From an optimization exercise on the open Yosys and OpenROAD flow, aimed at small area and a short achievable clock period; shortcuts taken in it are not production practice. Where RTL was checked, it was by simulation tests only, not by an equivalence proof against the original. The RTL of runs 2 to 5 was laid out without a check of its function. No activity file was given, so power comes from the tool's default toggle rates.

**flow/config.mk**
```make
export PLATFORM = sky130hd
export DESIGN_NAME = timer
export DESIGN_NICKNAME = timer
export VERILOG_FILES = /design/flow/design.v
export SDC_FILE = /design/flow/constraint.sdc
export NUM_CORES = 4
export LEC_CHECK = 0
export CAP_MARGIN = 20
export CORE_MARGIN = 2
export CORE_UTILIZATION = 40
export SLEW_MARGIN = 20
```
**flow/run.sh**
```bash
#!/bin/bash
# synth_recipe.tcl (not shown) runs the flow's synth.tcl, then flattens the netlist and writes it again
# the make line also repeats each setting of config.mk as NAME=value (left out here)
make -C /OpenROAD-flow-scripts/flow DESIGN_CONFIG=/design/flow/config.mk WORK_HOME=/design/flow/orfs CLKGATE_MAP_FILE= SYNTH_SCRIPT=/design/flow/synth_recipe.tcl finish
```
**flow/constraint.sdc**
```tcl
create_clock -name core_clock -period 4.0 [get_ports {clk}]
set_input_delay 0.8000 -clock core_clock [delete_from_list [all_inputs] [get_ports {clk}]]
set_output_delay 0.8000 -clock core_clock [all_outputs]
set_load 0.01 [all_outputs]
```
**flow/design.v**
```verilog
module timer
#(
    parameter ADDR_WIDTH    = 32   ,
    parameter DATA_WIDTH    = 32   
)
(
    input                    clk               ,
    input                    rstn              ,
    output logic             slave_rdy         ,
    output logic  [3:0]      timer_int         ,
    input [ADDR_WIDTH-1:0]   raddr             ,
    input                    re                ,
    output logic  [DATA_WIDTH-1:0]   rdata             ,
    input [DATA_WIDTH/8-1:0] rsel              ,
    input [ADDR_WIDTH-1:0]   waddr             ,
    input                    we                ,
    input [DATA_WIDTH-1:0]   wdata             ,
    input [DATA_WIDTH/8-1:0] wsel   
);
logic    [2 :0]  timer_1_control_reg;   
logic    [31:0]  timer_1_load_count;    
logic            timer_1_raw_int_status; 
logic    [2 :0]  timer_2_control_reg;   
logic    [31:0]  timer_2_load_count;    
logic            timer_2_raw_int_status; 
logic    [2 :0]  timer_3_control_reg;   
logic    [31:0]  timer_3_load_count;    
logic            timer_3_raw_int_status; 
logic    [2 :0]  timer_4_control_reg;   
logic    [31:0]  timer_4_load_count;    
logic            timer_4_raw_int_status; 
logic    [31:0]  timer_1_current_value; 
logic            timer_1_int_clear;     
logic            timer_1_int_status;    
logic            timer_1_interrupt;     
logic    [31:0]  timer_2_current_value; 
logic            timer_2_int_clear;     
logic            timer_2_int_status;    
logic            timer_2_interrupt;     
logic    [31:0]  timer_3_current_value; 
logic            timer_3_int_clear;     
logic            timer_3_int_status;    
logic            timer_3_interrupt;     
logic    [31:0]  timer_4_current_value; 
logic            timer_4_int_clear;     
logic            timer_4_int_status;    
logic            timer_4_interrupt;     
logic            timers_int_clear;  
logic first_trans;
logic re_d1;
logic we_d1;
logic re_pos;
logic we_pos;
counter  timer_1 (
  .interrupt              (timer_1_interrupt     ),
  .clk                    (clk                   ),
  .rstn                   (rstn                  ),
  .timer_current_value    (timer_1_current_value ),
  .timer_enable           (timer_1_control_reg[0]),
  .timer_load_count       (timer_1_load_count    ),
  .timer_mode             (timer_1_control_reg[1])
);
counter  timer_2 (
  .interrupt              (timer_2_interrupt     ),
  .clk                    (clk                   ),
  .rstn                   (rstn                  ),
  .timer_current_value    (timer_2_current_value ),
  .timer_enable           (timer_2_control_reg[0]),
  .timer_load_count       (timer_2_load_count    ),
  .timer_mode             (timer_2_control_reg[1])
);
counter  timer_3 (
  .interrupt              (timer_3_interrupt     ),
  .clk                    (clk                   ),
  .rstn                   (rstn                  ),
  .timer_current_value    (timer_3_current_value ),
  .timer_enable           (timer_3_control_reg[0]),
  .timer_load_count       (timer_3_load_count    ),
  .timer_mode             (timer_3_control_reg[1])
);
counter  timer_4 (
  .interrupt              (timer_4_interrupt     ),
  .clk                    (clk                   ),
  .rstn                   (rstn                  ),
  .timer_current_value    (timer_4_current_value ),
  .timer_enable           (timer_4_control_reg[0]),
  .timer_load_count       (timer_4_load_count    ),
  .timer_mode             (timer_4_control_reg[1])
);
always @(posedge clk or negedge rstn)
begin
  if(!rstn)
  begin
    timer_1_load_count <= 32'b0;
    timer_1_control_reg <= 3'b0;
    timer_2_load_count <= 32'b0;
    timer_2_control_reg <= 3'b0;
    timer_3_load_count <= 32'b0;
    timer_3_control_reg <= 3'b0;
    timer_4_load_count <= 32'b0;
    timer_4_control_reg <= 3'b0;
  end
  else
  begin  
    if(we)
    begin
      case(waddr[7:2])
        6'b000000:
        begin
          timer_1_load_count <= wdata;
        end
        6'b000010:
        begin
          timer_1_control_reg <= wdata[2:0];
        end
        6'b000101:
        begin
          timer_2_load_count <= wdata;
        end
        6'b000111:
        begin
          timer_2_control_reg <= wdata[2:0];
        end
        6'b001010:
        begin
          timer_3_load_count <= wdata;
        end
        6'b001100:
        begin
          timer_3_control_reg <= wdata[2:0];
        end
        6'b001111:
        begin
          timer_4_load_count <= wdata;
        end
        6'b010001:
        begin
          timer_4_control_reg <= wdata[2:0];
        end
      endcase
    end
  end
end
always @(posedge clk)
begin
  if(re)  begin
    case(raddr[7:2])
    6'b000000:
    begin
      rdata <= timer_1_load_count;
    end
    6'b000001:
    begin
      rdata <= timer_1_current_value;
    end
    6'b000010:
    begin
      rdata <= {29'b0, timer_1_control_reg};
    end
    6'b000011:
    begin
      rdata <= 32'b0;
    end
    6'b000100:
    begin
      rdata <= {31'b0, timer_1_int_status};
    end
    6'b000101:
    begin
      rdata <= timer_2_load_count;
    end
    6'b000110:
    begin
      rdata <= timer_2_current_value;
    end
    6'b000111:
    begin
      rdata <= {29'b0, timer_2_control_reg};
    end
    6'b001000:
    begin
      rdata <= 32'b0;
    end
    6'b001001:
    begin
      rdata <= {31'b0, timer_2_int_status};
    end
    6'b001010:
    begin
      rdata <= timer_3_load_count;
    end
    6'b001011:
    begin
      rdata <= timer_3_current_value;
    end
    6'b001100:
    begin
      rdata <= {29'b0, timer_3_control_reg};
    end
    6'b001101:
    begin
      rdata <= 32'b0;
    end
    6'b001110:
    begin
      rdata <= {31'b0, timer_3_int_status};
    end
    6'b001111:
    begin
      rdata <= timer_4_load_count;
    end
    6'b010000:
    begin
      rdata <= timer_4_current_value;
    end
    6'b010001:
    begin
      rdata <= {29'b0, timer_4_control_reg};
    end
    6'b010010:
    begin
      rdata <= 32'b0;
    end
    6'b010011:
    begin
      rdata <= {31'b0, timer_4_int_status};
    end
    6'b101000:
    begin
      rdata <= {28'b0, timer_int};
    end
    6'b101001:
    begin
      rdata <= 32'b0;
    end
    6'b101010:
    begin
      rdata <= {28'b0, timer_4_raw_int_status, timer_3_raw_int_status, timer_2_raw_int_status, timer_1_raw_int_status};
    end
    default:
    begin
      rdata <= 32'bx;
    end
    endcase
  end
  else
	begin
	  rdata <= 32'bx;
	end
end
assign timer_int = {timer_4_int_status, timer_3_int_status, timer_2_int_status, timer_1_int_status};
assign first_trans = re_pos || we_pos;
assign re_pos = re && ~re_d1;
assign we_pos = we && ~we_d1;
always @(posedge clk or negedge rstn) begin
    if(!rstn)
        re_d1 <= 1'b0;
    else
        re_d1 <= re;
end
always @(posedge clk or negedge rstn) begin
    if(!rstn)
        we_d1 <= 1'b0;
    else
        we_d1 <= we;
end
assign slave_rdy = ~first_trans;
assign timer_1_int_clear = (raddr[7:2] == 6'b000011) && re;
assign timer_2_int_clear = (raddr[7:2] == 6'b001000) && re;
assign timer_3_int_clear = (raddr[7:2] == 6'b001101) && re;
assign timer_4_int_clear = (raddr[7:2] == 6'b010010) && re;
assign timers_int_clear =  (raddr[7:2] == 6'b101001) && re;
assign timer_1_int_status = timer_1_raw_int_status && !timer_1_control_reg[2];
always @(posedge clk or negedge rstn)
begin
  if(!rstn)
  begin
    timer_1_raw_int_status <= 1'b0;
  end
  else
  begin
    if(timer_1_control_reg[0])
    begin
      if(timer_1_interrupt)
      begin
        timer_1_raw_int_status <= 1'b1;
      end
      else
      begin
        if(timer_1_int_clear || timers_int_clear)
        begin
          timer_1_raw_int_status <= 1'b0;
        end
      end
    end
    else
    begin
      timer_1_raw_int_status <= 1'b0;
    end
  end
end
assign timer_2_int_status = timer_2_raw_int_status && !timer_2_control_reg[2];
always @(posedge clk or negedge rstn)
begin
  if(!rstn)
  begin
    timer_2_raw_int_status <= 1'b0;
  end
  else
  begin
    if(timer_2_control_reg[0])
    begin
      if(timer_2_interrupt)
      begin
        timer_2_raw_int_status <= 1'b1;
      end
      else
      begin
        if(timer_2_int_clear || timers_int_clear)
        begin
          timer_2_raw_int_status <= 1'b0;
        end
      end
    end
    else
    begin
      timer_2_raw_int_status <= 1'b0;
    end
  end
end
assign timer_3_int_status = timer_3_raw_int_status && !timer_3_control_reg[2];
always @(posedge clk or negedge rstn)
begin
  if(!rstn)
  begin
    timer_3_raw_int_status <= 1'b0;
  end
  else
  begin
    if(timer_3_control_reg[0])
    begin
      if(timer_3_interrupt)
      begin
        timer_3_raw_int_status <= 1'b1;
      end
      else
      begin
        if(timer_3_int_clear || timers_int_clear)
        begin
          timer_3_raw_int_status <= 1'b0;
        end
      end
    end
    else
    begin
      timer_3_raw_int_status <= 1'b0;
    end
  end
end
assign timer_4_int_status = timer_4_raw_int_status && !timer_4_control_reg[2];
always @(posedge clk or negedge rstn)
begin
  if(!rstn)
  begin
    timer_4_raw_int_status <= 1'b0;
  end
  else
  begin
    if(timer_4_control_reg[0])
    begin
      if(timer_4_interrupt)
      begin
        timer_4_raw_int_status <= 1'b1;
      end
      else
      begin
        if(timer_4_int_clear || timers_int_clear)
        begin
          timer_4_raw_int_status <= 1'b0;
        end
      end
    end
    else
    begin
      timer_4_raw_int_status <= 1'b0;
    end
  end
end
endmodule
module counter(
  input                 clk                 ,
  input                 rstn                ,
  input                 timer_enable        ,
  input                 timer_mode          ,
  input        [31:0]   timer_load_count    ,
  output logic [31:0]   timer_current_value ,
  output logic          interrupt           
);
logic     [31:0]  counter;            
logic             timer_enable_flop;  
logic            load_cnt_en;        
always @(posedge clk or negedge rstn)
begin
  if(!rstn)
  begin
      timer_enable_flop <=0;
  end
  else
  begin
      timer_enable_flop <=timer_enable ;
  end
end
assign load_cnt_en= (timer_enable && !timer_enable_flop)
                    || !(|counter[31:0]);
always @(posedge clk or negedge rstn)
begin
  if(!rstn)
  begin
      counter[31:0] <=32'hffffffff;
  end
  else if(load_cnt_en)
  begin
    if(timer_mode)
    begin
      counter[31:0]<=timer_load_count[31:0];
    end
    else 
    begin
      counter[31:0]<=32'hffffffff;
    end
  end
  else if (timer_enable)
  begin
    counter[31:0]<=counter[31:0]-1'b1;
  end
  else
  begin
    counter[31:0]<=counter[31:0];
  end
end
assign timer_current_value[31:0]=counter[31:0];
always @(posedge clk or negedge rstn)
begin
  if(!rstn)
  begin
    interrupt <=1'b0;
  end
  else if(!{|counter[31:0]})
  begin
    interrupt <=1'b1;
  end
  else
  begin
    interrupt<=1'b0 ;
  end
end
endmodule
```
==> notes.md, run 1 <==
- The cell with the most instances on the worst path is sky130_fd_sc_hd__nor4_1.
- The tightest min-delay check is of the input port to async pin type.
- The net switching fraction of the power is 33.8%.
- The global routing met3 resource utilization is 5.46%.
- The TritonCTS clock tree is done.
- For the worst setup path, the data arrival time is 3.69 ns.
- The clock sink total is around 310.
- Summed over all layers, the global routing overflow is 0.
- The number of nets produced by synthesis is 1,923.
- The DRC violation count after routing is 0.
- The worst setup path startpoint is timer_3.counter[20].
- The run finished with no timing, DRC or antenna violations.
- The root buffer cell chosen for the clock tree is sky130_fd_sc_hd__clkbuf_16.
- The critical path's largest stage delay is ~0.68 ns.
- The layout net count is 1,979.
- The worst-case IR drop observed on VDD is 0.319 mV.
- The startpoint kind of the worst setup timing path is a flop.
- The number of global-route vias before repair is 15,700.
- In this run, synthesis inferred 0 flip-flops with an integrated enable.
- In this run the critical register-to-register path is launched from timer_3.counter[20].
- The width of the die is 214 µm.
- The number of antenna violations at the first check in global routing is 0.
- The number of max-slew violations in the final report came to 0.
- For this design, the slowest cell found on the critical path is sky130_fd_sc_hd__nor4_1.
- The Yosys warning count is 2.
- After clock tree synthesis, the repair step resized 0 gates.
- By area the synthesized netlist is led by sky130_fd_sc_hd__dfrtp_1 22%, sky130_fd_sc_hd__dfstp_2 19%, sky130_fd_sc_hd__mux2_2 9.1%.
- The endpoint identified for the worst register-to-register timing path is timer_3.counter[28].
- The H-tree generated during clock tree synthesis spans 2 levels.
- Walking the worst path, the cells encountered are nor4_1 > nand4_1 > or3_4 > inv_2 > nor4_1 > or3_1.
- In this run, the clock network consumes 31.9% of the power.
- The wire length after detailed routing is 67.8 mm.
- The leakage power summed over all cells is slightly below 8 nW.
- Adding up every negative setup slack in the final design gives 0 ns.
- The count of unique library cells instantiated by Yosys is 90.
- Synthesis handed over a netlist of between 1,500 and 2,000 instances.
- After detailed routing, the average wire length per cell comes to 27.3 µm.
- The critical path is of the flop to flop type.
- Counting flops with an async set or reset pin after synthesis yields a share of roughly nine tenths.
- The core footprint is 0.0439 mm².
- In this run the remaining antenna-violating nets after routing total 0.
- The share of the yosys chip area belonging to registers is 44.5%.
- Entering global routing, the biggest net connects 97 pins.
- The total global routing track utilization is between 20% and 30%.
- Once the clock tree was built, the setup fixing pass inserted 0 buffers.
- The transition time at the pin with the least slew margin is 1.15 ns.
- The clock arrives with around 0.020 ns of skew.
- Setup violations remaining at the end of the flow were counted as 0.
- Clock-pin slew was measured on the worst setup and hold paths at 0.06 ns.
- In the global route stage, met2 resource usage came out at 45.9%.
- The final standard cell utilization of the core is 46.9%.
- Combinational logic is responsible for 19.9% of the overall power.
- Clock tree synthesis inserted a total of 38 buffers.
- After synthesis the cells add up to 0.0177 mm².
- In this run the deepest clock path goes through 3 buffers.
- The layout overhead on the synthesized area is 16.6%.
- The most frequent cell after synthesis is sky130_fd_sc_hd__dfrtp_1.
- The maximum clock frequency is 311 MHz.
- The type of element capturing the critical path is a flop.
- The die boundary height is 214 µm.
- The layer flagged by global routing as most heavily used is met2.
- The number of DRC markers after the initial detailed-route iteration is about 1,800.
- The maximum net fanout on the critical path is 20.
- The flip-flop and latch count after synthesis is 314.
- Using the TritonRoute via totals, the vias-per-cell ratio works out to 6.55.
- The fraction of the cycle the final worst path needs is 80.4%.
- The pre-antenna-repair detailed-routing pass consisted of 6 iterations.
- The buffer and inverter count on the worst path is 1.
- The floorplan row count is 77.
- The hold slack is 0.221 ns.
- Routability-driven placement finished with a final weighted congestion of 0.982.
- For the worst-skew pair, the clock arrives at the later sink with an insertion delay of between 0.5 and 0.6 ns.
- The worst reg-to-reg path cell count is 6.
- The cell family contributing the most delay on the critical path is simple AND/OR/NAND/NOR gates.
- The met1 routing resource usage after global routing is 40.3%.
- The most frequently used flop master after synthesis is sky130_fd_sc_hd__dfrtp_1.
- The detailed placement HPWL is 49.3 mm.
- At the worst endpoint, the required time is 4.48 ns.
- The total via count in the routed design is 16,300.
- The hold violation total from the final report was 0.
- The number of buffers inserted by hold repair at cts is 0.
- The internal power is 7.65 mW.
- The die covers 0.0459 mm².
- The worst setup slack for register-to-register paths is 0.78 ns.
- Power spread over the standard cell area amounts to 560 mW/mm².
- Max-cap violations in this run came to 0.
- The average instance in the mapped netlist occupies 9.78 µm².
- The first-pass GRT wire length is 102 mm.
- For this configuration, the core starts out at a cell density of 40.2%.
- The remaining max-slew budget at the tightest pin is 23.3%.
- Of the cells placed in the final design, the portion with a size suffix greater than 1 is 23.6%.
- Sorting the synthesized cells by how often they occur yields 154 x sky130_fd_sc_hd__dfrtp_1, 143 x sky130_fd_sc_hd__mux2_2, 128 x sky130_fd_sc_hd__dfstp_2.
- The share of power burned in registers is 48.2%.
- The filler cells instantiated in the layout total 4,204.
- Setup repair after global routing left no endpoint under its margin.
- The area of combinational cells with multiple inputs is 0.00904 mm².
- The most area-hungry cell type in the Yosys netlist is sky130_fd_sc_hd__dfrtp_1.
- In this run the tool buffered the top-level ports with 84 buffer cells.
- The area taken by flip-flops and latches is 0.00786 mm².
- The fraction of post-synthesis cell area in the top cell type by area is 21.8%.
- The clock period could shrink to approximately 3.2 ns.
- The net load switching power is approximately 4 mW.
- In this run the count of I/O pins placed on the die edge is between 100 and 150.
-- area by class of cell --
cell class	instances	share of cell area, %
Multi-Input combinational cell	1301	43.9
Sequential cell	314	38.1
Timing Repair Buffer	158	7.11
Clock buffer	55	5.32
Tap cell	592	3.60
Clock inverter	14	0.984
Inverter	50	0.935
Antenna cell	2	0.0243
-- worst max path at each step --
stage	to	slack, ns	cells after the start
finish	timer_3.counter[28]	0.78	6
CTS	timer_3.counter[28]	0.87	6
global route	timer_3.counter[17]	0.60	6
global placement	rdata[20]	0.64	8
detailed placement	rdata[20]	0.64	8
floorplan	rdata[11]	1.24	7
-- worst reg2reg max path, cell delays in order, from the launching register on --
cell and delay, ns:
sky130_fd_sc_hd__dfstp_2 0.44, sky130_fd_sc_hd__nor4_1 0.69, sky130_fd_sc_hd__nand4_1 0.49, sky130_fd_sc_hd__or3_4 0.62
sky130_fd_sc_hd__inv_2 0.39, sky130_fd_sc_hd__nor4_1 0.13, sky130_fd_sc_hd__or3_1 0.39
-- metal layers --
| layer | routed length [µm] | share of wire, % |
|---|---|---|
| met3 | 5970 | 8.8 |
| met2 | 30700 | 45 |
| met5 | 0 | 0 |
| met1 | 28700 | 42 |
| met4 | 2400 | 3.5 |
-- placed cells by master (no fill, tap or decap), types with 26 or more instances in the layout --
cell type	Yosys	routed
sky130_fd_sc_hd__nor3_1	69	68
sky130_fd_sc_hd__o21ai_0	62	62
sky130_fd_sc_hd__a222oi_1	28	28
sky130_fd_sc_hd__a21oi_1	76	76
sky130_fd_sc_hd__dfstp_2	128	128
sky130_fd_sc_hd__clkbuf_16	0	39
sky130_fd_sc_hd__a22o_1	27	27
sky130_fd_sc_hd__nor2_1	117	113
sky130_fd_sc_hd__clkdlybuf4s50_1	0	83
sky130_fd_sc_hd__inv_1	46	46
sky130_fd_sc_hd__nand4_1	26	26
sky130_fd_sc_hd__or3_1	26	26
sky130_fd_sc_hd__nand3_1	70	69
sky130_fd_sc_hd__dfrtp_1	154	154
sky130_fd_sc_hd__a31oi_1	31	31
sky130_fd_sc_hd__a22oi_1	33	33
sky130_fd_sc_hd__nand2_1	110	110
sky130_fd_sc_hd__dfxtp_1	32	32
sky130_fd_sc_hd__mux2_2	143	143
sky130_fd_sc_hd__buf_4	4	69
sky130_fd_sc_hd__or4_1	33	33
sky130_fd_sc_hd__nor4_1	52	50
-- cell families after synthesis --
kind of cell    share of synthesized area (%)
buf+inv                                  4.55
flops                                    44.5
xor+xnor                                0.446
mux                                      9.34
compound gates                           22.4
simple gates                             18.2
fa+ha+maj                               0.566
-- power by group through the flow --
stage          clock network, mW  registers (mW)  logic (mW)
2_1_floorplan                  0            4.92        1.70
3_5_place_dp                   0            5.53        2.27
6_report                    3.68            5.56        2.30
5_1_grt                     3.85            5.66        2.54
4_1_cts                     3.73            5.48        2.28
3_3_place_gp                   0            5.51        2.22
-- stage by stage --
step	area, µm²	power (mW)	instances	setup slack [ns]
after global placement	19300	7.73	2414	0.640
final	20600	11.5	2486	0.784
after global routing	20600	12.0	2484	0.597
after CTS	20600	11.5	2484	0.865
after floorplan	17700	6.62	1807	1.24
after detailed placement	19300	7.80	2415	0.640
==> inputs of run 2 (changes only) <==
==> flow/design.v (replaced) <==
module timer
#(
    parameter ADDR_WIDTH    = 32   ,
    parameter DATA_WIDTH    = 32
)
(
    input                    clk               ,
    input                    rstn              ,
    output logic             slave_rdy         ,
    output logic  [3:0]      timer_int         ,
    input [ADDR_WIDTH-1:0]   raddr             ,
    input                    re                ,
    output logic  [DATA_WIDTH-1:0]   rdata             ,
    input [DATA_WIDTH/8-1:0] rsel              ,
    input [ADDR_WIDTH-1:0]   waddr             ,
    input                    we                ,
    input [DATA_WIDTH-1:0]   wdata             ,
    input [DATA_WIDTH/8-1:0] wsel
);
logic [3:0][31:0] lc;
logic [3:0][31:0] cnt;
logic [3:0]       lcv;
logic [3:0]       cv;
logic [3:0][2:0]  ctrl;
logic [3:0]       en_d;
logic [3:0]       expf;
logic [3:0]       raw;
logic             re_d1;
logic             we_d1;
wire [5:0] widx = waddr[7:2];
wire [5:0] ridx = raddr[7:2];
logic [3:0] wr_lc, wr_ctrl;
assign wr_lc[0]   = we & (widx == 6'd0);
assign wr_ctrl[0] = we & (widx == 6'd2);
assign wr_lc[1]   = we & (widx == 6'd5);
assign wr_ctrl[1] = we & (widx == 6'd7);
assign wr_lc[2]   = we & (widx == 6'd10);
assign wr_ctrl[2] = we & (widx == 6'd12);
assign wr_lc[3]   = we & (widx == 6'd15);
assign wr_ctrl[3] = we & (widx == 6'd17);
logic [3:0] clr;
wire clr_all = re & (ridx == 6'd41);
assign clr[0] = re & (ridx == 6'd3);
assign clr[1] = re & (ridx == 6'd8);
assign clr[2] = re & (ridx == 6'd13);
assign clr[3] = re & (ridx == 6'd18);
logic [3:0] ist;
assign ist[0] = raw[0] & ~ctrl[0][2];
assign ist[1] = raw[1] & ~ctrl[1][2];
assign ist[2] = raw[2] & ~ctrl[2][2];
assign ist[3] = raw[3] & ~ctrl[3][2];
assign timer_int = ist;
genvar n;
generate
for (n = 0; n < 4; n = n + 1) begin : tm
  wire en   = ctrl[n][0];
  wire mode = ctrl[n][1];
  wire zero = cv[n] & (cnt[n] == 32'd0);
  wire load = (en & ~en_d[n]) | zero;
  wire [31:0] lval = mode ? (lc[n] & {32{lcv[n]}}) : 32'hffffffff;
  always @(posedge clk) begin
    if (wr_lc[n]) lc[n] <= wdata;
    cnt[n] <= load ? lval : cnt[n] - {31'd0, en};
    en_d[n] <= en;
    expf[n] <= zero;
  end
  always @(posedge clk or negedge rstn) begin
    if (!rstn) begin
      lcv[n]  <= 1'b0;
      cv[n]   <= 1'b0;
      ctrl[n] <= 3'b0;
      raw[n]  <= 1'b0;
    end else begin
      if (wr_lc[n]) lcv[n] <= 1'b1;
      if (load) cv[n] <= 1'b1;
      if (wr_ctrl[n]) ctrl[n] <= wdata[2:0];
      if (!en) raw[n] <= 1'b0;
      else if (expf[n]) raw[n] <= 1'b1;
      else if (clr[n] | clr_all) raw[n] <= 1'b0;
    end
  end
end
endgenerate
logic [31:0] rd_next;
always @(*) begin
  case (ridx)
    6'd0:  rd_next = lc[0] & {32{lcv[0]}};
    6'd1:  rd_next = cnt[0] | {32{~cv[0]}};
    6'd2:  rd_next = {29'b0, ctrl[0]};
    6'd4:  rd_next = {31'b0, ist[0]};
    6'd5:  rd_next = lc[1] & {32{lcv[1]}};
    6'd6:  rd_next = cnt[1] | {32{~cv[1]}};
    6'd7:  rd_next = {29'b0, ctrl[1]};
    6'd9:  rd_next = {31'b0, ist[1]};
    6'd10: rd_next = lc[2] & {32{lcv[2]}};
    6'd11: rd_next = cnt[2] | {32{~cv[2]}};
    6'd12: rd_next = {29'b0, ctrl[2]};
    6'd14: rd_next = {31'b0, ist[2]};
    6'd15: rd_next = lc[3] & {32{lcv[3]}};
    6'd16: rd_next = cnt[3] | {32{~cv[3]}};
    6'd17: rd_next = {29'b0, ctrl[3]};
    6'd19: rd_next = {31'b0, ist[3]};
    6'd40: rd_next = {28'b0, ist};
    6'd42: rd_next = {28'b0, raw};
    default: rd_next = 32'b0;
  endcase
end
always @(posedge clk) rdata <= rd_next;
always @(posedge clk or negedge rstn) begin
  if (!rstn) begin
    re_d1 <= 1'b0;
    we_d1 <= 1'b0;
  end else begin
    re_d1 <= re;
    we_d1 <= we;
  end
end
assign slave_rdy = ~((re & ~re_d1) | (we & ~we_d1));
endmodule
==> run 2 against run 1 <==
Net effect: clock power about the same; routed wire length fell by 18%; sequential share of layout area increased by 3.8 points; final cell count decreased by 9.0%; sequential power shrank 16%; largest cell class is now flip-flops and latches; highest routed layer unchanged.
==> notes.md, run 2 <==
- The clock skew is 0.0294 ns (+0.00934 ns).
- The core footprint is 0.0388 mm² (-12%).
- TritonCTS built the clock tree.
- The met1 routing resource usage after global routing came to 38.1% (-2.2 points).
- The number of routed nets with antenna violations came to 0 (unchanged).
- The fraction of the cycle the final worst path needs was 82.1% (+1.7 points).
- The post-synthesis area per instance is 9.64 µm² (-1.4%).
- The most frequent cell after synthesis is sky130_fd_sc_hd__dfxtp_1.
- The remaining max-slew budget at the tightest pin is 23.8% (+0.47 points).
- The detailed placement HPWL is 37.9 mm (-23%).
- The floorplan row count came to 72 (-6.5%).
- The flip-flop and latch count after synthesis is 322 (+2.5%).
- The largest net degree at the start of global routing is 49 (-49%).
- The global routing met3 resource utilization is 6.57% (+1.1 points).
- The number of global-route vias before repair is 12,900 (-18%).
- The largest buffer count on any clock path is 3 (unchanged).
- The final critical delay including setup and external delays is 3.28 ns (+0.0688 ns).
- In the final layout, the registers with the most flip-flops are cnt: 128 flops, lc: 128 flops, rdata: 32 flops.
- The number of buffers inserted by hold repair at cts is 0 (unchanged).
- The routing usage on met2 is 40.3% (-5.6 points).
- The number of antenna violations at the first check in global routing is 0 (unchanged).
- The number of port buffers is 84 (unchanged).
- The maximum clock frequency is 304 MHz (-2.1%).
- The total global routing track utilization is 26.9% (-2.3 points).
- The worst reg-to-reg path cell count is 6 (unchanged).
- The commonest non-fill, non-tap cell in the layout is sky130_fd_sc_hd__dfxtp_1.
- The clock-pin slew on the worst setup and hold paths is 0.06 ns (about the same).
- The maximum net fanout on the critical path is 15 (-25%).
- The origin of the critical flop-to-flop path is cnt[8].
- The setup-violating endpoint count in the final report is 0 (unchanged).
- The share of synthesized flip-flops with an asynchronous set or reset is 8.07% (-82 points).
- The run finished with no timing, DRC or antenna violations.
- The highest ir drop seen on vdd was 0.247 mV (-23%).
- The worst path required time is 4.44 ns (-0.04 ns).
- In the layout the commonest cells are 168 x sky130_fd_sc_hd__dfxtp_1, 129 x sky130_fd_sc_hd__nand2_1, 128 x sky130_fd_sc_hd__edfxtp_1.
- In the post-synthesis netlist, the biggest area contributors are sky130_fd_sc_hd__edfxtp_1 24%, sky130_fd_sc_hd__dfxtp_1 21%, sky130_fd_sc_hd__xnor2_1 5.1%.
- The fraction of final layout cells sized beyond drive strength 1 came to 10.1% (-14 points).
- The worst setup slack for register-to-register paths is 0.72 ns (-0.07 ns).
- The hold slack is 0.231 ns (+0.0105 ns).
- The category of the critical setup timing path is flop to flop.
- The number of instances in the synthesized netlist is 1,639 (-9.3%).
- The number of max-slew violations in the final report is 0 (unchanged).
- The starting utilization of the core area came to 40.7% (+0.46 points).
- The most area-hungry cell type in the Yosys netlist is sky130_fd_sc_hd__edfxtp_1.
- The first-pass detailed-route iteration total is 6 (unchanged).
- The DRC violation count after routing is 0 (unchanged).
- The power density over the cells is 545 mW/mm² (-2.8%).
- The number of nets produced by synthesis is 1,755 (-8.7%).
- The arrival time of the worst setup path came to 3.72 ns (+0.03 ns).
- The final setup TNS is 0 ns (unchanged).
- The width of the die was 203 µm (-5.4%).
- The count of flip-flops with a built-in enable after synthesis is 128 (+128).
- The max-cap check violation count is 0 (unchanged).
- In this run the most used layer during global routing was met2.
- The leakage power summed over all cells came to 7.21 nW (-8.5%).
- The fraction of post-synthesis cell area in the top cell type by area is 24.3% (+2.5 points).
- The share of the yosys chip area belonging to registers is 49.7% (+5.3 points).
- The total I/O pin count is 145 (unchanged).
- The Yosys warning count is 1 (-1).
- The per-cell via count in the routed design is 6.00 (-8.3%).
- The wire length after detailed routing was 55.8 mm (-18%).
- In the synthesized netlist the dominant register cell turns out to be sky130_fd_sc_hd__dfxtp_1.
- The transition time at the pin with the least slew margin was 1.14 ns (-0.00700 ns).
- The placer's final routability congestion estimate is 0.936 (-4.7%).
- The clock sink total is 322 (+2.5%).
- The number of buffers added by the clock tree synthesis step is 36 (-5.3%).
- The number of filler cells placed in the layout was 3,537 (-16%).
- The total via count in the routed design is 13,600 (-17%).
- The die boundary height is 203 µm (-5.4%).
- The detailed-route wire length per cell is 24.6 µm (-9.7%).
- The count of unique library cells instantiated by Yosys is 64 (-29%).
- The worst hold-check path type is input port to async pin.
- The startpoint kind of the worst setup timing path is a flop.
- The type of element capturing the critical path is a flop.
- The number of DRC markers after the initial detailed-route iteration is 1,728 (-6.3%).
- The number of gates given a new drive strength after cts is 0 (unchanged).
- The first-pass GRT wire length is 82.5 mm (-19%).
- Setup repair after global routing left no endpoint under its margin.
- The die area is 0.0411 mm² (-10%).
- The number of levels in the clock H-tree is 2 (unchanged).
- The worst flop-to-flop path endpoint is cnt[20].
- In the synthesized netlist, the cells that appear most often are 168 x sky130_fd_sc_hd__dfxtp_1, 129 x sky130_fd_sc_hd__nand2_1, 128 x sky130_fd_sc_hd__edfxtp_1.
- The later-pin clock latency in the skew report is 0.56 ns (about the same).
- The total overflow reported by the global router is 0 (unchanged).
- The post-synth design cell area came to 0.0158 mm² (-11%).
- The layout net count came to 1,833 (-7.4%).
- The number of setup buffers added after CTS is 0 (unchanged).
- The hold violation total from the final report is 0 (unchanged).
- The number of antenna diodes is 0 (-2).
- The layout overhead on the synthesized area is 18.7%.
- The root buffer cell chosen for the clock tree is sky130_fd_sc_hd__clkbuf_16.
run 2: cells by family after synthesis:
group	share of synthesized area, %
compound gates	12.9
xor+xnor	6.04
fa+ha+maj	0.634
buf+inv	4.97
flops	49.7
mux	4.95
simple gates	20.8
run 2: worst max-delay path by stage:
stage,end,slack [ns],cells after the start,from
2_1_floorplan,lc[64],0.78,3,waddr[7]
3_3_place_gp,rdata[18],0.57,7,raddr[5]
3_5_place_dp,rdata[27],0.54,7,raddr[5]
4_1_cts,cnt[22],0.83,6,cnt[10]
5_1_grt,cnt[26],0.67,6,cnt[10]
6_report,cnt[20],0.72,6,cnt[8]
run 2: area by class of cell:
type	count	area (µm²)	share of cell area (%)
inverters	90	338	1.80
clock inverters	21	314	1.67
well taps	518	648	3.46
flip-flops and latches	322	7860	41.9
clock buffers	45	986	5.26
repair buffers	148	1390	7.42
multi-input cells	1119	7220	38.5
run 2: critical path: stages (launching register included):
cell and delay (ns):
sky130_fd_sc_hd__dfxtp_1 0.33, sky130_fd_sc_hd__nor4_1 0.68, sky130_fd_sc_hd__nand2_1 0.38, sky130_fd_sc_hd__nor4_1 0.66, sky130_fd_sc_hd__a31oi_4 0.46, sky130_fd_sc_hd__buf_4 0.35
sky130_fd_sc_hd__mux2_2 0.29
run 2: routing by layer:
metal,up-vias,wire [µm]
met5,-,0
met4,0,1750
met3,113,6160
met2,763,23900
met1,6609,23900
li1,6102,-
run 2: power by group:
group / switching, mW / leakage, nW / internal [mW]
Clock: 1.40 / 0.636 / 2.27
Combinational: 1.03 / 3.72 / 0.849
Sequential: 0.727 / 2.85 / 3.95
run 2: metrics by stage:
step	cells	instance area (µm²)	total power, mW	setup slack (ns)	util, %
floorplan	1639	15800	5.81	0.779	-
global placement	2197	17500	6.49	0.571	45.0
detailed placement	2197	17500	6.54	0.536	45.0
CTS	2263	18800	10.2	0.827	48.3
global route	2263	18800	10.6	0.666	48.3
finish	2263	18800	10.2	0.716	48.3
==> inputs of run 3 (changes only) <==
--- a/flow/config.mk
+++ b/flow/config.mk
@@ -7,5 +7,7 @@
 export LEC_CHECK = 0
+export ABC_CLOCK_PERIOD_IN_PS = 2000
 export CAP_MARGIN = 20
 export CORE_MARGIN = 2
-export CORE_UTILIZATION = 40
+export CORE_UTILIZATION = 55
+export SETUP_SLACK_MARGIN = 1.6
 export SLEW_MARGIN = 20
==> run 3 against run 2 <==
Net effect: first-iteration DRC count decreased by 0.29%; critical endpoint is now rdata[7]; flip-flop and latch count unchanged; still clean; global-route usage increased by 10 points; final cell count decreased by 4.5%; area after synthesis unchanged.
==> notes.md, run 3 <==
- The run finished with no timing, DRC or antenna violations.
- The floorplan row count was 62 (-14%).
- The post-synth design cell area is 0.0158 mm² (unchanged).
- Sorting the synthesized cells by area gives the leading types as sky130_fd_sc_hd__edfxtp_1 24%, sky130_fd_sc_hd__dfxtp_1 21%, sky130_fd_sc_hd__xnor2_1 5.1%.
- The net switching fraction of the power came to 32.0% (+1.1 points).
- The width of the die is 173 µm (-14%).
- The wire length after detailed routing was 57.9 mm (+3.8%).
- STA classifies the critical path startpoint as an input port.
- The fraction of the cycle the final worst path needs is 60.2% (-22 points).
- The area taken by flip-flops and latches was 0.00787 mm² (about the same).
- The critical path goes through clkdlybuf4s50_1 > nor2b_2 > nand2_1 > buf_12 > o22ai_1 > a311oi_2 > nand4_1.
- The fraction of final layout cells sized beyond drive strength 1 is 14.7% (+4.6 points).
- The total I/O pin count is 145 (unchanged).
- The detailed placement HPWL was 37.0 mm (-2.3%).
- The die area is 0.0301 mm² (-27%).
- The most area-hungry cell type in the Yosys netlist is sky130_fd_sc_hd__edfxtp_1.
- The final setup TNS is 0 ns (unchanged).
- The fraction of post-synthesis cell area in the top cell type by area was 24.3% (unchanged).
- The DRC violation count after routing is 0 (unchanged).
- The number of instances in the synthesized netlist is 1,639 (unchanged).
- The number of levels in the clock H-tree is 2 (unchanged).
- The worst reg-to-reg path cell count is 7 (+1).
- The number of nets produced by synthesis came to 1,755 (unchanged).
- The most frequent cell after synthesis is sky130_fd_sc_hd__dfxtp_1.
- The worst register-to-register path ends at cnt[31].
- The highest ir drop seen on vdd is 0.536 mV (+120%).
- The share of synthesized flip-flops with an asynchronous set or reset is 8.07% (unchanged).
- The count of flip-flops with a built-in enable after synthesis is 128 (unchanged).
- The setup slack of the critical path after layout is 1.59 ns (+0.877 ns).
- The type of element capturing the critical path is a flop.
- The detailed-route wire length per cell is 26.8 µm (+8.7%).
- The tree is rooted in a sky130_fd_sc_hd__clkbuf_16.
- The number of buffers inserted by hold repair at cts is 0 (unchanged).
- The total overflow reported by the global router is 0 (unchanged).
- The later-pin clock latency in the skew report is 0.52 ns (-0.04 ns).
- The clock-pin slew on the worst setup and hold paths is 0.06 ns (about the same).
- The first-pass detailed-route iteration total is 6 (unchanged).
- The setup-violating endpoint count in the final report is 0 (unchanged).
- The total via count in the routed design was 14,000 (+3.1%).
- The max-cap check violation count is 0 (unchanged).
- The final instance area is 0.0192 mm² (+2.5%).
- The critical path's largest stage delay is 0.46 ns (-0.22 ns).
- The number of routed nets with antenna violations is 0 (unchanged).
- The post-place instance area is 0.0173 mm² (-1.2%).
- The part of the total power dissipated in the clock network came to 33.1% (-2.8 points).
- The number of global-route vias before repair is 13,100 (+1.6%).
- The number of antenna violations at the first check in global routing was 0 (unchanged).
- The per-cell via count in the routed design is 6.48 (+7.9%).
- The buffer and inverter count on the worst path is 2 (+1).
- The largest buffer count on any clock path is 3 (unchanged).
- The Yosys warning count came to 1 (unchanged).
- The hold violation total from the final report is 0 (unchanged).
- The net load switching power is 3.20 mW (+1.4%).
- The largest registers in the layout are cnt: 128 flops, lc: 128 flops, rdata: 32 flops.
- The core footprint is 0.0285 mm² (-27%).
- The maximum clock frequency is 415 MHz (+36%).
- The worst hold-check path type is input port to async pin.
- The TritonCTS clock tree is done.
- The commonest non-fill, non-tap cell in the layout is sky130_fd_sc_hd__dfxtp_1.
- The category of the critical setup timing path is input port to flop.
- The number of DRC markers after the initial detailed-route iteration is 1,723 (-0.29%).
- The setup slack after placement is 0.525 ns (-0.0111 ns).
- The number of filler cells placed in the layout is 2,316 (-35%).
- Relative to the synthesized area, the layout overhead comes to 21.7%.
- After synthesis, the most frequently instantiated cells are 168 x sky130_fd_sc_hd__dfxtp_1, 129 x sky130_fd_sc_hd__nand2_1, 128 x sky130_fd_sc_hd__edfxtp_1.
- The flip-flop and latch count after synthesis is 322 (unchanged).
- The worst path required time is 4.26 ns (-0.18 ns).
- The slowest stage of the critical path belongs to the cell sky130_fd_sc_hd__clkdlybuf4s50_1.
- Setup repair after global routing left no endpoint under its margin.
- The clock sink total was 322 (unchanged).
- The transition time at the pin with the least slew margin is 1.07 ns (-0.0763 ns).
- The worst setup slack for register-to-register paths was 1.64 ns (+0.92 ns).
- The share of power burned in registers is 47.7% (+2.0 points).
- The remaining max-slew budget at the tightest pin came to 28.8% (+5.0 points).
- The number of buffers added by the clock tree synthesis step is 36 (unchanged).
- The count of unique library cells instantiated by Yosys was 64 (unchanged).
- The number of port buffers is 84 (unchanged).
- The starting utilization of the core area is 55.5% (+15 points).
- The total global routing track utilization is 37.2% (+10 points).
- The placer's final routability congestion estimate is 0.955 (+2.0%).
- Leaving out fill and tap cells, the most frequent cells in the layout are 168 x sky130_fd_sc_hd__dfxtp_1, 128 x sky130_fd_sc_hd__edfxtp_1, 126 x sky130_fd_sc_hd__nand2_1.
- The post-synthesis area per instance is 9.64 µm² (unchanged).
- The internal power came to 6.79 mW (-3.9%).
- The die boundary height was 173 µm (-14%).
- The largest net degree at the start of global routing is 49 (unchanged).
- The final critical delay including setup and external delays is 2.41 ns (-0.877 ns).
- The maximum net fanout on the critical path is 31 (+16).
- The clock skew came to 0.0175 ns (-0.0119 ns).
- The startpoint identified for the worst register-to-register timing path is cnt[15].
- The power density over the cells is 520 mW/mm² (-4.6%).
- The leakage power summed over all cells is 7.56 nW (+4.8%).
- The number of max-slew violations in the final report is 0 (unchanged).
- The share of the yosys chip area belonging to registers is 49.7% (unchanged).
- The kind of cell with the highest combined delay along the critical path is simple AND/OR/NAND/NOR gates.
- The final standard cell utilization of the core is 67.5% (+19 points).
- The layout net count is 1,866 (+1.8%).
- The area of combinational cells with multiple inputs is 0.00758 mm² (+5.1%).
- The first-pass GRT wire length is 82.8 mm (+0.28%).
- For this run, the leading register cell type out of synthesis is sky130_fd_sc_hd__dfxtp_1.
- The proportion of power drawn by combinational gates is 19.2% (+0.8 points).
- The arrival time of the worst setup path is 2.67 ns (-1.05 ns).
==> run 3: how the worst max path moves through the flow <==
stage,startpoint,end,slack (ns),cells after the start
floorplan,waddr[7],lc[0],1.35,3
detailed placement,raddr[7],rdata[3],0.53,7
finish,raddr[2],rdata[7],1.59,7
CTS,raddr[5],rdata[31],1.59,7
global route,raddr[2],rdata[7],1.59,7
global placement,raddr[7],rdata[18],0.58,7
==> run 3: cells by family (layout without fill, tap and decap cells) <==
logic type | count (synthesis) | count (layout) | share of synthesized area (%)
compound gates | 315 | 315 | 12.9
xor+xnor | 109 | 109 | 6.04
fa+ha+maj | 8 | 8 | 0.634
buf+inv | 198 | 335 | 4.97
flops | 322 | 322 | 49.7
mux | 75 | 75 | 4.95
other cells | 0 | 2 | 0
simple gates | 612 | 612 | 20.8
==> run 3: per-layer routing <==
layer | vias to the layer above | global-route usage [%] | part of all wire [%]
met4 | 0 | 16.2 | 4.8
met5 | - | 0 | 0
met2 | 925 | 52.7 | 41
met1 | 6720 | 53.5 | 42
met3 | 183 | 10.3 | 13
li1 | 6180 | - | -
==> run 3: power by group through the flow <==
stage	clock network (mW)	logic, mW	registers [mW]
after floorplan	0	1.38	4.43
after global placement	0	1.75	4.70
after detailed placement	0	1.78	4.72
after CTS	3.31	1.82	4.70
after global routing	3.45	2.08	4.82
final	3.31	1.92	4.77
==> run 3: timing repair <==
item,in CTS,in global routing
gates resized for setup,73,33
setup buffers,21,16
pin swaps,12,9
gates cloned,1,2
endpoints found under the setup margin,226,122
==> run 3: through the flow <==
| stage | hold slack (ns) | instances | total power, mW |
|---|---|---|---|
| finish | 0.263 | 2162 | 9.99 |
| CTS | 0.473 | 2142 | 9.83 |
| detailed placement | 0.470 | 2056 | 6.50 |
| global placement | 0.467 | 2056 | 6.45 |
| global route | 0.293 | 2160 | 10.3 |
| floorplan | 0.417 | 1639 | 5.81 |
==> run 3: area by class of cell <==
cell class	instances	share of cell area [%]
inverters	90	1.76
clock inverters	12	0.709
multi-input cells	1119	39.4
well taps	384	2.50
clock buffers	52	5.32
diodes	2	0.0260
flip-flops and latches	322	40.9
repair buffers	181	9.31
==> run 3: worst reg2reg max path, cell delays in order, from the launching register on <==
cell                       delay (ns)
sky130_fd_sc_hd__dfxtp_1         0.43
sky130_fd_sc_hd__nor4_2          0.34
sky130_fd_sc_hd__nand4_1         0.15
sky130_fd_sc_hd__buf_4           0.20
sky130_fd_sc_hd__buf_4           0.16
sky130_fd_sc_hd__or2_2           0.30
sky130_fd_sc_hd__o311ai_0        0.48
sky130_fd_sc_hd__o211ai_1        0.17
==> inputs of run 4 (changes only) <==
--- a/flow/config.mk
+++ b/flow/config.mk
@@ -7,3 +7,3 @@
 export LEC_CHECK = 0
-export ABC_CLOCK_PERIOD_IN_PS = 2000
+export ABC_CLOCK_PERIOD_IN_PS = 1800
 export CAP_MARGIN = 20
@@ -11,3 +11,3 @@
 export CORE_UTILIZATION = 55
-export SETUP_SLACK_MARGIN = 1.6
+export SETUP_SLACK_MARGIN = 2.0
 export SLEW_MARGIN = 20
==> run 4 against run 3 <==
Net effect: still clean on timing, DRC and antenna; flip-flop and latch count stayed put; total power is 7.4% higher; sequential power hardly changed; synthesized cell count stayed put; first-iteration DRC count is 21% higher; setup slack better by 0.029 ns; cell area is 13% higher; critical endpoint is now cnt[94]; highest routed layer is now met5.
==> notes.md, run 4 <==
- The flow ran to the end and the layout has no timing, DRC or antenna violations.
- The number of levels in the clock H-tree is 2 (unchanged).
- The largest buffer count on any clock path came to 3 (unchanged).
- The later-pin clock latency in the skew report is 0.53 ns (about the same).
- The final standard cell utilization of the core is 76.1% (+8.6 points).
- The highest ir drop seen on vdd is 0.472 mV (-12%).
- The post-synthesis area per instance is 9.64 µm² (unchanged).
- The worst path required time is 4.42 ns (+0.16 ns).
- The maximum net fanout on the critical path is 8 (-74%).
- The clock-pin slew on the worst setup and hold paths is 0.06 ns (about the same).
- The fraction of the cycle the final worst path needs is 59.5% (-0.71 points).
- The count of flip-flops with a built-in enable after synthesis is 128 (unchanged).
- The DRC violation count after routing was 0 (unchanged).
- The power density over the cells is 496 mW/mm² (-4.6%).
- The number of global-route vias before repair is 14,700 (+12%).
- The category of the critical setup timing path is flop to flop.
- The core footprint came to 0.0285 mm² (unchanged).
- The largest total area in the synthesized netlist belongs to sky130_fd_sc_hd__edfxtp_1.
- The internal power is 7.15 mW (+5.3%).
- The number of instances in the synthesized netlist is 1,639 (unchanged).
- The share of the yosys chip area belonging to registers is 49.7% (unchanged).
- The wire length after detailed routing came to 67.1 mm (+16%).
- The layout net count came to 1,957 (+4.9%).
- From synthesis to final layout, the design area changed by 37.1%.
- The type of element capturing the critical path is a flop.
- The total design power is 10.7 mW (+7.4%).
- The net switching fraction of the power was 33.4% (+1.4 points).
- The proportion of power drawn by combinational gates was 23.7% (+4.5 points).
- The remaining max-slew budget at the tightest pin was 33.4% (+4.5 points).
- The per-cell via count in the routed design was 6.69 (+3.3%).
- The fraction of post-synthesis cell area in the top cell type by area is 24.3% (unchanged).
- The worst hold-check path type is input port to async pin.
- The share of power burned in registers is 44.7% (-3.0 points).
- The top cell types in the final layout, fill and taps aside, are 149 x sky130_fd_sc_hd__dfxtp_1, 128 x sky130_fd_sc_hd__edfxtp_1, 124 x sky130_fd_sc_hd__nand2_1.
- The number of antenna violations at the first check in global routing is 1 (+1).
- In this run the critical register-to-register path is launched from cnt[85].
- The number of nets produced by synthesis is 1,755 (unchanged).
- The share of synthesized flip-flops with an asynchronous set or reset is 8.07% (unchanged).
- The clock root buffer is sky130_fd_sc_hd__clkbuf_16.
- The startpoint kind of the worst setup timing path is a flop.
- Ranked by instance count, the synthesized netlist is headed by 168 x sky130_fd_sc_hd__dfxtp_1, 129 x sky130_fd_sc_hd__nand2_1, 128 x sky130_fd_sc_hd__edfxtp_1.
- The starting utilization of the core area came to 55.5% (unchanged).
- The max-cap check violation count is 0 (unchanged).
- The number of instances in the placed design came to 2,054 (-0.097%).
- The total I/O pin count came to 145 (unchanged).
- The maximum clock frequency is 420 MHz (+1.2%).
- The largest registers in the layout are cnt: 128 flops, lc: 128 flops, rdata: 32 flops.
- The clock skew came to 0.0142 ns (-0.00328 ns).
- The Yosys warning count is 1 (unchanged).
- The die boundary height came to 173 µm (unchanged).
- The most common cell in the synthesized netlist is sky130_fd_sc_hd__dfxtp_1.
- The number of max-slew violations in the final report is 0 (unchanged).
- The detailed-route wire length per cell is 29.8 µm (+11%).
- The detailed placement HPWL was 37.3 mm (+0.57%).
- The hold violation total from the final report is 0 (unchanged).
- The floorplan row count came to 62 (unchanged).
- The net load switching power is 3.58 mW (+12%).
- The number of standard cells in the layout, taps in and fillers out is 2,252 (+4.2%).
- The total via count in the routed design was 15,100 (+7.6%).
- The number of buffers added by the clock tree synthesis step is 36 (unchanged).
- The number of routed nets with antenna violations was 0 (unchanged).
- Yosys attributes the largest share of cell area to sky130_fd_sc_hd__edfxtp_1 24%, sky130_fd_sc_hd__dfxtp_1 21%, sky130_fd_sc_hd__xnor2_1 5.1%.
- The setup-violating endpoint count in the final report is 0 (unchanged).
- The flip-flop and latch count after synthesis came to 322 (unchanged).
- The total overflow reported by the global router is 0 (unchanged).
- The most critical setup path has its startpoint at cnt[85].
- The part of the total power dissipated in the clock network is 31.6% (-1.5 points).
- The final setup TNS came to 0 ns (unchanged).
- The TritonCTS clock tree is done.
- The post-synth design cell area is 0.0158 mm² (unchanged).
- The transition time at the pin with the least slew margin came to 1.00 ns (-0.0670 ns).
- The first-pass detailed-route iteration total is 6 (unchanged).
- The placer's final routability congestion estimate was 0.918 (-3.8%).
- The count of unique library cells instantiated by Yosys was 64 (unchanged).
- The total global routing track utilization is 42.6% (+5.4 points).
- The clock sink total is 322 (unchanged).
- The fraction of final layout cells sized beyond drive strength 1 is 28.1% (+13 points).
- The leakage power summed over all cells came to 8.65 nW (+14%).
- Setup repair after global routing could not meet its margin everywhere.
- The final critical delay including setup and external delays is 2.38 ns (-0.0286 ns).
- The largest net degree at the start of global routing was 52 (+6.1%).
- The arrival time of the worst setup path came to 2.80 ns (+0.13 ns).
- The first-pass GRT wire length is 93.9 mm (+13%).
- The commonest non-fill, non-tap cell in the layout is sky130_fd_sc_hd__dfxtp_1.
- The die area was 0.0301 mm² (unchanged).
- The number of port buffers is 84 (unchanged).
- The number of DRC markers after the initial detailed-route iteration came to 2,088 (+21%).
- Among all flip-flop cells after synthesis, the most frequent one is sky130_fd_sc_hd__dfxtp_1.
- The width of the die is 173 µm (unchanged).
## run 4: cell count changes in the layout (fill, tap and decap cells not counted), moves of 20 or more
cell	delta
sky130_fd_sc_hd__clkdlybuf4s50_1	-39
sky130_fd_sc_hd__a21oi_1	-36
sky130_fd_sc_hd__buf_4	+33
sky130_fd_sc_hd__a21oi_2	+30
sky130_fd_sc_hd__dlygate4sd2_1	+20
## run 4: area by class of cell
class,instances,area (µm²)
Antenna cell,1,2.50
Clock buffer,44,982
Clock inverter,20,200
Fill cell,1959,6810
Inverter,90,340
Multi-Input combinational cell,1122,8550
Sequential cell,322,7900
Tap cell,384,480
Timing Repair Buffer,269,3190
## run 4: worst paths after layout
kind                            slack [ns]       to  cells after the start
worst max-delay path                  1.62  cnt[94]                      7
worst min-delay path                  0.26    re_d1                      1
worst max register to register        1.62  cnt[94]                      7
worst min register to register        0.45   raw[3]                      1
max in group asynchronous             3.20  ctrl[8]                      2
min in group core_clock               0.41    we_d1                      1
## run 4: kinds of logic after synthesis
| family | count (synthesis) | synth area share [%] |
|---|---|---|
| AND/OR/NAND/NOR | 612 | 20.8 |
| XOR/XNOR | 109 | 6.04 |
| adder cells (fa/ha/maj) | 8 | 0.634 |
| multiplexers | 75 | 4.95 |
| AO/OA/AOI/OAI | 315 | 12.9 |
| flip-flops | 322 | 49.7 |
| buffers and inverters | 198 | 4.97 |
## run 4: through the flow
| stage | instance area [µm²] | hold WS, ns | setup slack, ns |
|---|---|---|---|
| 4_1_cts | 20700 | 0.407 | 1.68 |
| 3_5_place_dp | 17600 | 0.439 | 0.728 |
| 5_1_grt | 21700 | 0.290 | 1.58 |
| 3_3_place_gp | 17600 | 0.430 | 0.731 |
| 6_report | 21700 | 0.259 | 1.62 |
| 2_1_floorplan | 16400 | 0.417 | 1.35 |
## run 4: timing repair
action                                  4_1_cts  5_1_grt
resized for setup                           274      139
hold buffers                                  0        0
cloned                                       22        6
pin swaps                                    40       38
setup buffers                                82       23
endpoints found under the setup margin      339      274
## run 4: power by group through the flow
stage / Sequential (mW) / Combinational (mW) / Clock (mW)
floorplan: 4.46 / 1.45 / 0
global placement: 4.71 / 1.80 / 0
detailed placement: 4.74 / 1.83 / 0
CTS: 4.72 / 2.22 / 3.38
global route: 4.87 / 2.69 / 3.52
finish: 4.80 / 2.54 / 3.39
## run 4: worst max-delay path, stage by stage, from the launching register on
cell and delay [ns]:
sky130_fd_sc_hd__dfxtp_4 0.34, sky130_fd_sc_hd__or3_4 0.41, sky130_fd_sc_hd__or4_4 0.60, sky130_fd_sc_hd__o31ai_4 0.33, sky130_fd_sc_hd__buf_12 0.20, sky130_fd_sc_hd__buf_16 0.16
sky130_fd_sc_hd__nand3_1 0.09, sky130_fd_sc_hd__o21a_1 0.13
## run 4: layer usage
metal | part of all wire [%] | vias up | GRT usage [%]
met5 | 0.019 | - | 0
met4 | 8.4 | 2 | 29.5
met3 | 13 | 368 | 11.8
met2 | 43 | 1154 | 65.4
met1 | 35 | 7169 | 52.2
li1 | - | 6382 | -
==> inputs of run 5 (changes only) <==
--- a/flow/config.mk
+++ b/flow/config.mk
@@ -7,7 +7,7 @@
 export LEC_CHECK = 0
-export ABC_CLOCK_PERIOD_IN_PS = 1800
+export ABC_CLOCK_PERIOD_IN_PS = 2000
 export CAP_MARGIN = 20
 export CORE_MARGIN = 2
-export CORE_UTILIZATION = 55
-export SETUP_SLACK_MARGIN = 2.0
+export CORE_UTILIZATION = 65
+export SETUP_SLACK_MARGIN = 1.8
 export SLEW_MARGIN = 20
==> run 5 against run 4 <==
Net effect: sequential share of layout area is 3.4 points higher; final cell count is 6.0% lower; clock skew is 0.0068 ns higher; cell area is 8.7% lower; largest power group unchanged; combinational power is 19% lower; total power is 5.3% lower; still clean on timing, DRC and antenna; clock power is 2% lower; synthesized cell count stayed put; worst hold slack better by 0.21 ns; via count is 2.5% lower; die area is 15% lower; fmax is 1.4% lower.
==> notes.md, run 5 <==
- The highest ir drop seen on vdd is 0.401 mV (-15%).
- The most frequently used flop master after synthesis is sky130_fd_sc_hd__dfxtp_1.
- The count of unique library cells instantiated by Yosys is 64 (unchanged).
- sky130_fd_sc_hd__dfxtp_1 is the most common cell in the netlist.
- The fraction of final layout cells sized beyond drive strength 1 came to 18.9% (-9.2 points).
- The clock sink total is 322 (unchanged).
- The buffer and inverter count on the worst path is 3 (+1).
- The largest registers in the layout are cnt: 128 flops, lc: 128 flops, rdata: 32 flops.
- The largest buffer count on any clock path is 3 (unchanged).
- The cell family contributing the most delay on the critical path is simple AND/OR/NAND/NOR gates.
- The total I/O pin count is 145 (unchanged).
- The total overflow reported by the global router is 0 (unchanged).
- The number of instances in the placed design came to 1,998 (-2.7%).
- The number of levels in the clock H-tree was 2 (unchanged).
- The fraction of the cycle the final worst path needs is 60.3% (+0.85 points).
- The floorplan row count is 57 (-8.1%).
- The count of flip-flops with a built-in enable after synthesis is 128 (unchanged).
- The flow ran to the end and the layout has no timing, DRC or antenna violations.
- The transition time at the pin with the least slew margin is 1.14 ns (+0.142 ns).
- The final setup TNS was 0 ns (unchanged).
- The tightest min-delay check is of the input port to flop type.
- The first-pass GRT wire length is 85.2 mm (-9.3%).
- Setup repair after global routing could not meet its margin everywhere.
- The share of the yosys chip area belonging to registers came to 49.7% (unchanged).
- The total global routing track utilization is 44.9% (+2.3 points).
- The DRC violation count after routing was 0 (unchanged).
- The first-pass detailed-route iteration total is 6 (unchanged).
- The commonest non-fill, non-tap cell in the layout is sky130_fd_sc_hd__dfxtp_1.
- The width of the die came to 160 µm (-7.8%).
- The wire length after detailed routing is 59.8 mm (-11%).
- The later-pin clock latency in the skew report is 0.52 ns (about the same).
- The fraction of post-synthesis cell area in the top cell type by area came to 24.3% (unchanged).
- The leakage power summed over all cells was 7.97 nW (-7.9%).
- The starting utilization of the core area was 65.5% (+10 points).
- The arrival time of the worst setup path is 2.73 ns (-0.07 ns).
- The worst path required time is 4.32 ns (-0.10 ns).
- The number of buffers added by the clock tree synthesis step is 34 (-5.6%).
- The critical path's largest stage delay came to 0.54 ns (-0.06 ns).
- The power density over the cells was 514 mW/mm² (+3.7%).
- The Yosys warning count is 1 (unchanged).
- The total via count in the routed design is 14,700 (-2.5%).
- The maximum net fanout on the critical path is 8 (unchanged).
- The clock skew was 0.0210 ns (+0.00678 ns).
- The library cells used most frequently in the layout, excluding fill and tap cells, are 160 x sky130_fd_sc_hd__dfxtp_1, 128 x sky130_fd_sc_hd__edfxtp_1, 126 x sky130_fd_sc_hd__nand2_1.
- TritonCTS built the clock tree.
- The max-cap check violation count was 0 (unchanged).
- The number of global-route vias before repair is 14,300 (-2.8%).
- The number of routed nets with antenna violations was 0 (unchanged).
- By count the netlist is led by 168 x sky130_fd_sc_hd__dfxtp_1, 129 x sky130_fd_sc_hd__nand2_1, 128 x sky130_fd_sc_hd__edfxtp_1.
- The clock-pin slew on the worst setup and hold paths came to 0.06 ns (about the same).
- The layout net count is 1,882 (-3.8%).
- The number of instances in the synthesized netlist is 1,639 (unchanged).
- The die boundary height is 160 µm (-7.8%).
- The number of port buffers is 84 (unchanged).
- The hold violation total from the final report is 0 (unchanged).
- By instance count, the cell type seen most on the critical path is sky130_fd_sc_hd__or4_4.
- The per-cell via count in the routed design was 6.94 (+3.7%).
- After synthesis, the cell types taking the most area are sky130_fd_sc_hd__edfxtp_1 24%, sky130_fd_sc_hd__dfxtp_1 21%, sky130_fd_sc_hd__xnor2_1 5.1%.
- The final critical delay including setup and external delays is 2.41 ns (+0.0338 ns).
- The type of element capturing the critical path is a flop.
- The category of the critical setup timing path is flop to flop.
- The setup-violating endpoint count in the final report is 0 (unchanged).
- The tree is rooted in a sky130_fd_sc_hd__clkbuf_16.
- Compared with the post-synthesis result, the final layout area differs by 25.2%.
- The post-synthesis area per instance was 9.64 µm² (unchanged).
- The detailed placement HPWL is 35.9 mm (-3.7%).
- The largest net degree at the start of global routing came to 52 (unchanged).
- The largest total area in the synthesized netlist belongs to sky130_fd_sc_hd__edfxtp_1.
- The number of antenna violations at the first check in global routing is 2 (+1).
- The detailed-route wire length per cell is 28.2 µm (-5.3%).
- The number of standard cells in the layout, taps in and fillers out was 2,118 (-6.0%).
- Traced cell by cell, the critical path runs through or4_4 > or4_4 > o31ai_4 > buf_12 > buf_8 > clkbuf_16 > a31oi_1.
- The remaining max-slew budget at the tightest pin was 23.9% (-9.5 points).
- The die area is 0.0256 mm² (-15%).
- The number of DRC markers after the initial detailed-route iteration is 2,255 (+8.0%).
- The post-synth design cell area is 0.0158 mm² (unchanged).
- The core footprint is 0.0241 mm² (-15%).
- The number of max-slew violations in the final report was 0 (unchanged).
- The cell with the biggest individual delay on the critical path is sky130_fd_sc_hd__or4_4.
- The number of nets produced by synthesis is 1,755 (unchanged).
- The maximum clock frequency is 414 MHz (-1.4%).
- The share of synthesized flip-flops with an asynchronous set or reset is 8.07% (unchanged).
- The flip-flop and latch count after synthesis is 322 (unchanged).
- The placer's final routability congestion estimate came to 0.984 (+7.1%).
- STA classifies the critical path startpoint as a flop.
==> run 5: per-layer routing <==
| layer | track usage (%) | up-vias | routed length, µm |
|---|---|---|---|
| li1 | - | 6227 | - |
| met1 | 54.0 | 6949 | 20500 |
| met2 | 69.3 | 1192 | 26400 |
| met3 | 12.3 | 335 | 8170 |
| met4 | 33.5 | 2 | 4750 |
| met5 | 0 | - | 13 |
==> run 5: worst register-to-register path, stage by stage, from the launching register on <==
cell	delay, ns
sky130_fd_sc_hd__dfxtp_2	0.33
sky130_fd_sc_hd__or4_4	0.54
sky130_fd_sc_hd__or4_4	0.51
sky130_fd_sc_hd__o31ai_4	0.27
sky130_fd_sc_hd__buf_12	0.18
sky130_fd_sc_hd__buf_8	0.13
sky130_fd_sc_hd__clkbuf_16	0.15
sky130_fd_sc_hd__a31oi_1	0.10
==> run 5: path summary, 6_finish.rpt <==
| kind | start | endpoint | slack [ns] | cells past startpoint |
|---|---|---|---|---|
| max in group asynchronous | rstn | ctrl[1] | 3.01 | 2 |
| min reg2reg | expf[3] | raw[3] | 0.48 | 1 |
| min in group asynchronous | rstn | lcv[2] | 0.68 | 2 |
| max reg2reg | cnt[92] | cnt[68] | 1.59 | 7 |
| max | cnt[92] | cnt[68] | 1.59 | 7 |
| min | re | re_d1 | 0.47 | 1 |
==> run 5: cell families after synthesis <==
family          synth area share (%)
flops                           49.7
simple gates                    20.8
xor+xnor                        6.04
compound gates                  12.9
fa+ha+maj                      0.634
buf+inv                         4.97
mux                             4.95
==> run 5: area by class of cell <==
cell class	count	area, µm²
Tap cell	324	405
Antenna cell	3	7.51
Clock inverter	14	198
Timing Repair Buffer	196	2110
Inverter	90	339
Fill cell	1526	4330
Clock buffer	47	951
Multi-Input combinational cell	1122	7880
Sequential cell	322	7880
==> run 5: metrics by stage <==
step	power (mW)	utilization, %	hold WS, ns	setup WS (ns)	area, µm²
2_1_floorplan	5.85	-	0.417	1.35	16100
3_3_place_gp	6.44	72.0	0.434	0.648	17400
3_5_place_dp	6.52	72.0	0.448	0.627	17400
4_1_cts	9.85	79.4	0.460	1.53	19100
5_1_grt	10.5	82.0	0.472	1.56	19800
6_report	10.2	82.0	0.467	1.59	19800
==> run 5: repair_timing <==
item,in CTS,in global routing
gates cloned,8,4
setup buffers,26,18
gates resized for setup,116,92
pin swaps,18,16
endpoints found under the setup margin,316,207
hold buffers,0,0
==> run 5: where the power goes <==
part           leakage (nW)  total (mW)  internal (mW)  switching (mW)
logic                  4.56        2.05          0.940            1.11
clock network         0.559        3.31           1.99            1.32
registers              2.85        4.80           3.95           0.854
total                  7.97        10.2           6.88            3.28

[re-timing with driven ports]
In the flow no input, the clock included, has a driving cell. The finished layouts below were timed again as built, in two steps. Step 1 assumes that a clkbuf_16 drives the clock port and a buf_2 every other input. Step 2 moves the port delays by t, midway between the first and last clock arrival at a register: inputs arrive t later, outputs are due t later. That takes back most of the time a late clock gives input paths. Slacks: no drivers / after step 1 / after step 2; pairs: no drivers / after step 1.
run	t, ns	setup slack, ns	hold slack, ns	worst setup path at the end	clock arrival spread, ns
run 1	0.612	0.784 / 0.784 / 0.544	0.221 / 0.216 / 0.466	input to register	0.020 / 0.020
run 2	0.600	0.716 / 0.716 / 0.432	0.231 / 0.198 / 0.491	input to register	0.030 / 0.030
run 3	0.570	1.592 / 1.627 / 1.058	0.263 / 0.228 / 0.474	input to register	0.019 / 0.019
run 4	0.577	1.621 / 1.621 / 1.312	0.259 / 0.223 / 0.452	input to register	0.015 / 0.015
run 5	0.563	1.587 / 1.587 / 1.265	0.467 / 0.437 / 0.476	input to register	0.022 / 0.022
After both steps every run listed still meets setup and hold. For run 3, which loses most, drivers alone change the setup slack by +0.035 ns; drivers and shift together by -0.534 ns.
